Background: an optimization exercise with open tools, aiming at small area and a short achievable clock period. Do not read the settings as production practice. RTL that was checked went through simulation tests only; none was proved equivalent to the original. Power figures rest on the tool's default switching activity, not on a simulated workload.

Design CORE, start of the top module:
module CORE #(
    parameter DATA_WIDTH = 8
)
(
    input wire i_CLK,
    input wire i_RSTn,
    input wire [31:0] i_instr,
    input wire i_valid,
    input wire i_ready1,
    output reg o_ready,
    output wire [DATA_WIDTH-1:0] o_data1,
    output wire o_valid1
);
    wire [1:0] op  = i_instr[31:30];
    wire [4:0] rd  = i_instr[29:25];
    wire [4:0] rs0 = i_instr[24:20];
    wire [4:0] rs1 = i_instr[19:15];
    reg       alu_valid;         
    reg [4:0] pend_dest;         
    reg [1:0] alu_oper;
    reg [4:0] wb_dest;
    reg       last_alu_valid;
    reg       st_show;           
    reg       st_hold;           
    wire hazard = alu_valid && (pend_dest != 5'd0) &&
                  ((rs0 == pend_dest) || (rs1 == pend_dest));
    wire alu_ready = !st_hold;
    wire load = !st_show || (!st_hold && i_ready1);
    wire wen  = st_show && i_ready1;
    assign o_valid1 = st_show;
    always @(posedge i_CLK) begin
        pend_dest <= rd;
        alu_oper  <= op;
    end
    always @(posedge i_CLK)
        if (alu_valid && alu_ready)
            wb_dest <= pend_dest;
    always @(posedge i_CLK or negedge i_RSTn)
        if (!i_RSTn) begin
            o_ready        <= 1'b0;
            alu_valid      <= 1'b0;
            last_alu_valid <= 1'b0;
            st_show        <= 1'b0;
            st_hold        <= 1'b0;
        end else begin
            o_ready        <= !hazard;
            alu_valid      <= i_valid && !hazard && alu_ready;
            last_alu_valid <= alu_valid;
            if (!st_show) begin
  ...
For scale: roughly 46 I/O pins, ~0.013 mm² of cells after synthesis.
Settings: LEC_CHECK=0, CAP_MARGIN=20, CORE_MARGIN=2, CORE_UTILIZATION=55, CTS_BUF_LIST=sky130_fd_sc_hd__clkbuf_16, CTS_CLUSTER_DIAMETER=100, CTS_CLUSTER_SIZE=24, PLACE_DENSITY=0.7, SETUP_SLACK_MARGIN=3.8, SLEW_MARGIN=20, SYNTH_HIERARCHICAL=1, TNS_END_PERCENT=5; clock period 7.5 ns.
run.sh (not shown) runs the stock make flow with config.mk's settings and CLKGATE_MAP_FILE= SYNTH_SCRIPT=/design/flow/synth_recipe.tcl, a recipe that flattens the netlist after the stock synthesis.
==> next run, changes <==
CORE_UTILIZATION = 40   (was 55)
PLACE_DENSITY = not set   (was 0.7)
After rerunning: Clock power came out lower by 3.4%. Fmax came out higher by 1.2%. Synthesized area does not change. Routed wire length came out higher by 0.83%.
==> next run, changes <==
CTS_BUF_LIST = not set   (was sky130_fd_sc_hd__clkbuf_16)
CTS_CLUSTER_DIAMETER = not set   (was 100)
CTS_CLUSTER_SIZE = not set   (was 24)
TNS_END_PERCENT = not set   (was 5)
=>
- design area climbs by 11%
- worst hold slack gains 0.0030 ns
- final cell count climbs by 6.4%
- sequential share of layout area goes down by 5.1 points
- setup slack improves by 0.022 ns
- die area is unchanged
- via count increases by 7.4%
- critical path depth falls by 2
- power climbs by 16%
- count of clock-buffer cells in the layout increases by 17
- combinational power climbs by about 10%
==> next run, changes <==
SETUP_SLACK_MARGIN = 0.3   (was 3.8)
After rerunning: The changed run passed the timing, DRC and antenna checks; register-to-register slack got worse by 0.40 ns; combinational power shrinks by about 24%; die area stays the same; flip-flop and latch count is unchanged; via count decreases by about 9%; routed wire length falls by about 9%; worst hold slack is worse by 0.0086 ns; worst setup slack is worse by 1.5 ns; cell area drops by 19%; synthesized cell count stays the same.
No functional check of the RTL was part of any run of this note.

Another version of the RTL of CORE (not shown whole).
Size: about 1200 cells after synthesis, about 46 I/O pins, ~13000 sq um of cells after synthesis.
Settings: LEC_CHECK=0, CAP_MARGIN=20, CORE_MARGIN=2, CORE_UTILIZATION=40, CTS_BUF_LIST=sky130_fd_sc_hd__clkbuf_16, CTS_CLUSTER_DIAMETER=100, CTS_CLUSTER_SIZE=24, SETUP_SLACK_MARGIN=3.8, SLEW_MARGIN=20, SYNTH_HIERARCHICAL=1, TNS_END_PERCENT=100; clock period 7.5 ns.
standard.sh (not shown) runs the stock make flow with config.mk's settings and CLKGATE_MAP_FILE= SYNTH_SCRIPT=/design/flow/synth_recipe.tcl, a recipe that flattens the netlist after the stock synthesis.
==> flow/flow/run.sh <==
#!/bin/bash
# The standard layout, except that the input and output port buffers are
# sky130_fd_sc_hd__buf_2 cells (buffer_ports otherwise picks a slow delay cell);
# timing repair resizes them like any other cell.
set -euo pipefail
export BUFFER_PORTS_ARGS="-buffer_cell sky130_fd_sc_hd__buf_2"
bash standard.sh > standard.log 2>&1
The baseline went through all stages and came out clean.
Next try:
Settings changed: TNS_END_PERCENT 100 to 5.
Outcome:
- The new run completed with no timing, DRC or antenna violations
- synthesized cell count is unchanged
- sequential cell count does not change
- via count decreases by 0.37%
- area after synthesis does not change
- global-route usage barely changes
- utilization fell by 0.31 points
- clock power stays flat
- die area stays the same
Next try:
Settings changed: PLACE_DENSITY set to 0.75, TNS_END_PERCENT 5 to 100.
After rerunning:
- sequential power stays flat
- die area is unchanged
- power went down by 0.83%
- routed wire length went up by 2.2%
- via count went up by 4.0%
- setup slack gets better by 51 ps
- final cell count stays flat

Another version of the RTL of CORE (not shown whole).
Size: ~46 I/O pins, about 13000 sq um of cells after synthesis.
export LEC_CHECK = 0
export CAP_MARGIN = 20
export CORE_MARGIN = 2
export CORE_UTILIZATION = 40
export CTS_BUF_LIST = sky130_fd_sc_hd__clkbuf_16
export CTS_CLUSTER_DIAMETER = 100
export CTS_CLUSTER_SIZE = 24
export SETUP_SLACK_MARGIN = 3.8
export SLEW_MARGIN = 20
export SYNTH_HIERARCHICAL = 1
export TNS_END_PERCENT = 100
create_clock -name core_clock -period 7.5 [get_ports {i_CLK}]
Scripts as last shown in full above: flow/flow/run.sh
The first run ran to the end with no violations.
Change:
Settings changed: CORE_UTILIZATION 40 to 55, PLACE_DENSITY set to 0.7, TNS_END_PERCENT 100 to 5.
Result: The new run completed without violations. Cell area fell by 1.2%. Routed wire length fell by 5.0%. Die area fell by 27%. Flip-flop and latch count is unchanged. Clock skew hardly moves. Clock-buffer cell count is unchanged. Combinational power fell by about 3%. Worst setup slack gains 0.064 ns. Global-route usage rose by 6.5 points. Core utilization rose by 17 points.
Change:
Settings changed: CORE_UTILIZATION 55 to 40, PLACE_DENSITY 0.7 to not set, SETUP_SLACK_MARGIN 3.8 to 4.0.
- wire length goes up by 5.1%
- worst hold slack got worse by 0.0051 ns
- maximum frequency falls by 0.98%
Change:
Settings changed: CTS_BUF_LIST sky130_fd_sc_hd__clkbuf_16 to sky130_fd_sc_hd__clkbuf_8, CTS_CLUSTER_DIAMETER 100 to 60, CTS_CLUSTER_SIZE 24 to 12, SETUP_SLACK_MARGIN 4.0 to 3.8.
Result: Clock power grows by roughly a tenth; via count went up slightly; count of clock-buffer cells in the layout rises by 17; critical path depth shrinks by 2; cell count is higher slightly; total power grows slightly.

## afterwards: timing with drivers on the ports
The flow's constraints put no driver on any port. The routed layouts listed below were extracted and timed again, unchanged, in two steps.
Step 1 sets driving cells, clkbuf_16 on the clock port and buf_2 on the other inputs (assumed; they add their load-dependent delay and slew).
Step 2 moves the port delays by t, midway between the first and last clock arrival at a register: inputs arrive t later, outputs are due t later. That takes back most of the time a late clock gives input paths.
Slacks: no drivers / after step 1 / after step 2; pairs: no drivers / after step 1.
run | t, ns | setup WS [ns] | worst setup path at the end
the first run of note 1 | 0.545 | 3.543 / 3.551 / 3.006 | input to register
the second run of note 1 | 0.559 | 3.592 / 3.576 / 3.017 | input to register
the third run of note 1 | 0.616 | 3.613 / 3.546 / 2.930 | input to register
the fourth run of note 1 | 0.608 | 2.128 / 2.153 / 1.545 | input to register
the first run of note 2 | 0.558 | 3.848 / 3.797 / 3.323 | input to register
the second run of note 2 | 0.558 | 3.785 / 3.789 / 3.243 | input to register
the third run of note 2 | 0.549 | 3.836 / 3.797 / 3.319 | input to register
the first run of note 3 | 0.559 | 3.779 / 3.772 / 3.212 | input to register
the second run of note 3 | 0.540 | 3.842 / 3.795 / 3.338 | input to register
the third run of note 3 | 0.558 | 3.806 / 3.836 / 3.278 | input to register
the fourth run of note 3 | 0.640 | 3.771 / 3.769 / 3.129 | input to register
After both steps every run listed still meets setup and hold. The setup slack of the third run of note 1, which loses most, moves by -0.067 ns with the drivers and by -0.683 ns with both steps.
